What follows belongs to an exercise in optimizing a design on an open flow for small area, a short achievable clock period and few clock cycles per item; a production flow would make more cautious choices. Where RTL was checked, it was by simulation tests only, not by an equivalence proof against the original.

Design bitcoin_miner, start of the top module:
module bitcoin_miner (
  input wire clk,
  input wire rst,
  input wire start,
  input wire [255:0] first_block_hash,
  input wire [127:0] second_block,
  input wire [255:0] target,
  input wire [31:0]  max_nonce,
  output reg running,
  output reg found,
  output reg [31:0] nonce
  );
clock: 8.5 ns
lec_check: 0
abc_area: 1
cap_margin: 20
core_margin: 2
core_utilization: 40
cts_cluster_diameter: 80
cts_cluster_size: 24
setup_slack_margin: 4.5
slew_margin: 20
synth_hierarchical: 1
standard.sh (not shown) runs the stock make flow with config.mk's settings and CLKGATE_MAP_FILE= SYNTH_SCRIPT=/design/flow/synth_recipe.tcl, a recipe that flattens the netlist after the stock synthesis.
==> flow/flow/run.sh <==
#!/bin/bash
# The standard layout, with the port buffers made of the smallest
# buffer cell instead of the flow's default delay buffer.
set -euo pipefail
bash standard.sh "BUFFER_PORTS_ARGS=-buffer_cell sky130_fd_sc_hd__buf_1" finish > standard.log 2>&1
Edit:
--- a/flow/design.v
+++ b/flow/design.v
@@ -217,23 +217,24 @@
   end
   wire hit = hi_lt | (hi_eq & (lo_lt | lo_eq));
   wire in_h1 = (phase == PH_H1);
   wire in_h2 = (phase == PH_H2);
   wire in_rf = (phase == PH_RF);
   wire r61 = (rnd == 7'd61);
   wire r63 = (rnd == 7'd63);
   wire r64 = (rnd == 7'd64);
   wire r65 = (rnd == 7'd65);
   wire [31:0] nonce_inc = nonce + {31'd0, in_h2};
   reg load_h1, load_iv, early_stop;
-  wire rej_now = first_w & ~(hi_w_lt | hi_w_eq);
+  wire [7:0] top_byte = e[7:0] + 8'h19;
+  wire rej_now = top_byte > target[255:248];
   always @(posedge clk) begin
     if (rst) begin
       load_h1 <= 1'b0;
       load_iv <= 1'b0;
       early_stop <= 1'b0;
     end else begin
       load_h1 <= (in_h2 & r61 & rej_now & ~last_nonce) | (in_rf & r61);
       load_iv <= in_h1 & r63;
       early_stop <= in_h2 & r61 & rej_now & last_nonce;
     end
   end
@@ -242,35 +243,37 @@
   wire stop      = early_stop | (full_end & (hit | last_nonce));
   wire start_ok  = (phase == PH_IDLE) & start;
   reg [6:0] rnd_inc;
   reg [6:0] rnd_nxt;
   always @* begin
     if (load_h1 | load_iv) rnd_nxt = 7'd0;
     else if (to_rf | start_ok) rnd_nxt = 7'd48;
     else rnd_nxt = rnd_inc;
   end
   wire [31:0] k_inc;
   sha256_k u_k (.idx(rnd_inc[5:0]), .k(k_inc));
-  wire ff_nxt = phase[1] & ~load_h1 & ~load_iv & (rnd_inc >= 7'd61) & (rnd_inc <= 7'd64);
-  reg [3:0] sel_nxt;
+  wire ff_rng = (rnd_inc >= 7'd61) & (rnd_inc <= 7'd64);
+  wire ff_nxt = phase[1] & ~load_h1 & ~load_iv & ff_rng;
+  reg [3:0] sel_nxt, opsel;
   reg [31:0] op_a_nxt, op_e_nxt;
   always @* begin
     op_a_nxt = 32'h0; op_e_nxt = 32'h0;
     for (k = 0; k < 4; k = k + 1) begin
       sel_nxt[k] = ff_nxt & (rnd_inc[1:0] == ((k + 1) & 3));
+      opsel[k] = ff_rng & (rnd_inc[1:0] == ((k + 1) & 3));
       if (in_h1) begin
-        op_a_nxt = op_a_nxt | ({32{sel_nxt[k]}} & word(first_block_hash, 3 - k));
-        op_e_nxt = op_e_nxt | ({32{sel_nxt[k]}} & word(first_block_hash, 7 - k));
+        op_a_nxt = op_a_nxt | ({32{opsel[k]}} & word(first_block_hash, 3 - k));
+        op_e_nxt = op_e_nxt | ({32{opsel[k]}} & word(first_block_hash, 7 - k));
       end else begin
-        op_a_nxt = op_a_nxt | ({32{sel_nxt[k]}} & word(IV, 3 - k));
-        op_e_nxt = op_e_nxt | ({32{sel_nxt[k]}} & word(IV, 7 - k));
+        op_a_nxt = op_a_nxt | ({32{opsel[k]}} & word(IV, 3 - k));
+        op_e_nxt = op_e_nxt | ({32{opsel[k]}} & word(IV, 7 - k));
       end
     end
   end
   always @(posedge clk) begin
     rnd <= rnd_nxt;
     rnd_inc <= rnd_nxt + 7'd1;
     kreg <= (load_h1 | load_iv) ? 32'h428a2f98 : k_inc;
     sel_t <= sel_nxt;
     op_a <= op_a_nxt;
     op_e <= op_e_nxt;
     last_nonce <= (nonce == max_nonce);
Effect: The new run finished with timing, DRC and antenna clean. Core utilization climbs by 0.63 points. Final area goes up by 1.6%. Global-route usage rose by 2.3 points. Critical path depth rises by 2. Sequential share of layout area is lower by 0.46 points. First-iteration DRC count increases by 0.70%. Via count came out higher by 1.8%. Routed wire length rose by 5.6%. Clock-buffer cell count rose by 9.
No run of this note included a check of the RTL's function; only the layout flow was run.

bitcoin_miner, a different RTL version from the one above (not shown whole).
Size: ~7200 cells after synthesis, roughly 920 flip-flops, ~710 I/O pins, roughly 56000 µm² of cells after synthesis.
Settings: LEC_CHECK=0, ABC_AREA=1, CAP_MARGIN=20, CORE_MARGIN=2, CORE_UTILIZATION=40, SETUP_SLACK_MARGIN=4.0, SLEW_MARGIN=20, SYNTH_HIERARCHICAL=1; clock period 8.5 ns.
Scripts as last shown in full above: flow/flow/run.sh
The baseline completed with no timing, DRC or antenna violations.
Edit:
--- a/flow/design.v
+++ b/flow/design.v
@@ -181,30 +181,32 @@
   assign e_new = s_e3 + c_e3;
   wire [31:0] w1  = w[32*1  +: 32];
   wire [31:0] w9  = w[32*9  +: 32];
   wire [31:0] w14 = w[32*14 +: 32];
   wire [31:0] ss0 = {w1[6:0], w1[31:7]} ^ {w1[17:0], w1[31:18]} ^ {3'b000, w1[31:3]};
   wire [31:0] ss1 = {w14[16:0], w14[31:17]} ^ {w14[18:0], w14[31:19]} ^ {10'b0, w14[31:10]};
   wire [31:0] s_x1, c_x1, s_x2, c_x2, w_next;
   csa32 u_x1 (.x(w0), .y(w9), .z(ss1), .s(s_x1), .c(c_x1));
   csa32 u_x2 (.x(s_x1), .y(c_x1), .z(ss0), .s(s_x2), .c(c_x2));
-  assign w_next = s_x2 + c_x2;
+  wire ff_time = |sel_t;
+  wire [31:0] xsum = (ff_time ? op_a : s_x2) + (ff_time ? a : c_x2);
+  assign w_next = xsum;
   reg [31:0] t_hi, t_lo;
   integer k;
   always @* begin
     t_hi = 32'h0; t_lo = 32'h0;
     for (k = 0; k < 4; k = k + 1) begin
       t_hi = t_hi | ({32{sel_t[k]}} & word(target, k));
       t_lo = t_lo | ({32{sel_t[k]}} & word(target, 4 + k));
     end
   end
   wire [31:0] ff_a, ff_e;
-  assign ff_a = op_a + a;
+  assign ff_a = xsum;
   assign ff_e = op_e + e;
   wire [31:0] v_hi = bswap(ff_e);
   wire [31:0] v_lo = bswap(ff_a);
   wire hi_w_lt = v_hi < t_hi;
   wire hi_w_eq = v_hi == t_hi;
   wire lo_w_lt = v_lo < t_lo;
   wire lo_w_eq = v_lo == t_lo;
   wire first_w = sel_t[0];
   wire hi_lt_n = first_w ? hi_w_lt : (hi_lt | (hi_eq & hi_w_lt));
Result: Synthesized cell count drops by 9.1%. Die area drops by about 5%. Design area drops by about 1.2%. Sequential share of layout area climbs by 0.55 points. Global-route usage drops by 2.6 points. Via count drops by 6.2%. First-iteration DRC count climbs by 8.9%. Setup slack gets worse by 0.16 ns. Non-clock buffer count climbs by 42. Final cell count drops by about 7%. Count of clock-buffer cells in the layout drops by 2.
Function was not checked in any run of this note: the RTL went through the layout flow alone.

Another version of the RTL of bitcoin_miner (not shown whole).
For scale: about 7500 cells after synthesis, about 930 flip-flops.
export LEC_CHECK = 0
export ABC_AREA = 1
export CAP_MARGIN = 20
export CORE_MARGIN = 2
export CORE_UTILIZATION = 40
export CTS_CLUSTER_DIAMETER = 80
export CTS_CLUSTER_SIZE = 24
export SETUP_SLACK_MARGIN = 4.5
export SLEW_MARGIN = 20
export SYNTH_HIERARCHICAL = 1
create_clock -name core_clock -period 8.5 [get_ports {clk}]
Scripts as last shown in full above: flow/flow/run.sh
The first run passed the timing, DRC and antenna checks.
Testbench counts at the start, summed over its fixed seeds: cycles 242,107, nonces 1,887.
Then changed:
--- a/flow/design.v
+++ b/flow/design.v
@@ -179,34 +179,36 @@
   csa32 u_e3  (.x(s_e2), .y(c_e2), .z(c_e1), .s(s_e3), .c(c_e3));
   wire [31:0] e_new;
   assign e_new = s_e3 + c_e3;
   wire [31:0] w1  = w[32*1  +: 32];
   wire [31:0] w9  = w[32*9  +: 32];
   wire [31:0] w14 = w[32*14 +: 32];
   wire [31:0] ss0 = {w1[6:0], w1[31:7]} ^ {w1[17:0], w1[31:18]} ^ {3'b000, w1[31:3]};
   wire [31:0] ss1 = {w14[16:0], w14[31:17]} ^ {w14[18:0], w14[31:19]} ^ {10'b0, w14[31:10]};
   wire [31:0] s_x1, c_x1, s_x2, c_x2, w_next;
   csa32 u_x1 (.x(w0), .y(w9), .z(ss1), .s(s_x1), .c(c_x1));
   csa32 u_x2 (.x(s_x1), .y(c_x1), .z(ss0), .s(s_x2), .c(c_x2));
-  assign w_next = s_x2 + c_x2;
+  wire ff_time = |sel_t;
+  wire [31:0] xsum = (ff_time ? op_a : s_x2) + (ff_time ? a : c_x2);
+  assign w_next = xsum;
   reg [31:0] t_hi, t_lo;
   integer k;
   always @* begin
     t_hi = 32'h0; t_lo = 32'h0;
     for (k = 0; k < 4; k = k + 1) begin
       t_hi = t_hi | ({32{sel_t[k]}} & word(target, k));
       t_lo = t_lo | ({32{sel_t[k]}} & word(target, 4 + k));
     end
   end
   wire [31:0] ff_a, ff_e;
-  assign ff_a = op_a + a;
+  assign ff_a = xsum;
   assign ff_e = op_e + e;
   wire [31:0] v_hi = bswap(ff_e);
   wire [31:0] v_lo = bswap(ff_a);
   wire hi_w_lt = v_hi < t_hi;
   wire hi_w_eq = v_hi == t_hi;
   wire lo_w_lt = v_lo < t_lo;
   wire lo_w_eq = v_lo == t_lo;
   wire first_w = sel_t[0];
   wire hi_lt_n = first_w ? hi_w_lt : (hi_lt | (hi_eq & hi_w_lt));
   wire hi_eq_n = first_w ? hi_w_eq : (hi_eq & hi_w_eq);
   wire lo_lt_n = first_w ? lo_w_lt : (lo_lt | (lo_eq & lo_w_lt));
Outcome: Clock skew came out lower by 0.014 ns. Synthesized cell count came out lower by 1.8%. Fmax came out lower by 11%. Critical path depth came out higher by 6. Via count came out higher by 3.2%. Design area came out higher by 6.8%.
Only the layout flow was run in the second run of this note; the RTL was not checked for function there.

==> static timing again, ports no longer ideal <==
Ports are ideal in the flow. The routed layouts listed here were re-timed in OpenROAD.
Step 1 sets driving cells, clkbuf_16 on the clock port and buf_2 on the other inputs (assumed; they add their load-dependent delay and slew).
Step 2 also shifts input and output timing later by t, the mid clock arrival at the registers, as if the neighbouring blocks saw the same clock.
Three values: no drivers, after step 1, after step 2; two values: the first two.
run	shift t [ns]	setup WS [ns]	hold slack, ns	clock arrival spread, ns	worst data-port slew with drivers (ns)
the first run of note 1	0.805	4.451 / 4.451 / 4.339	0.316 / 0.316 / 0.316	0.034 / 0.033	0.20
the second run of note 1	0.782	4.353 / 4.353 / 4.082	0.308 / 0.308 / 0.308	0.095 / 0.094	0.23
the first run of note 2	0.807	3.926 / 3.926 / 3.427	0.259 / 0.259 / 0.259	0.116 / 0.116	0.15
the second run of note 2	0.847	3.766 / 3.766 / 3.735	0.315 / 0.315 / 0.315	0.064 / 0.064	0.11
the first run of note 3	0.814	4.482 / 4.482 / 4.368	0.306 / 0.306 / 0.306	0.076 / 0.077	0.13
the second run of note 3	0.839	3.996 / 3.996 / 3.996	0.318 / 0.318 / 0.318	0.060 / 0.061	0.13
After both steps every run listed still meets setup and hold. For the first run of note 2, which loses most, drivers alone change the setup slack by 0.000 ns; drivers and shift together by -0.499 ns.
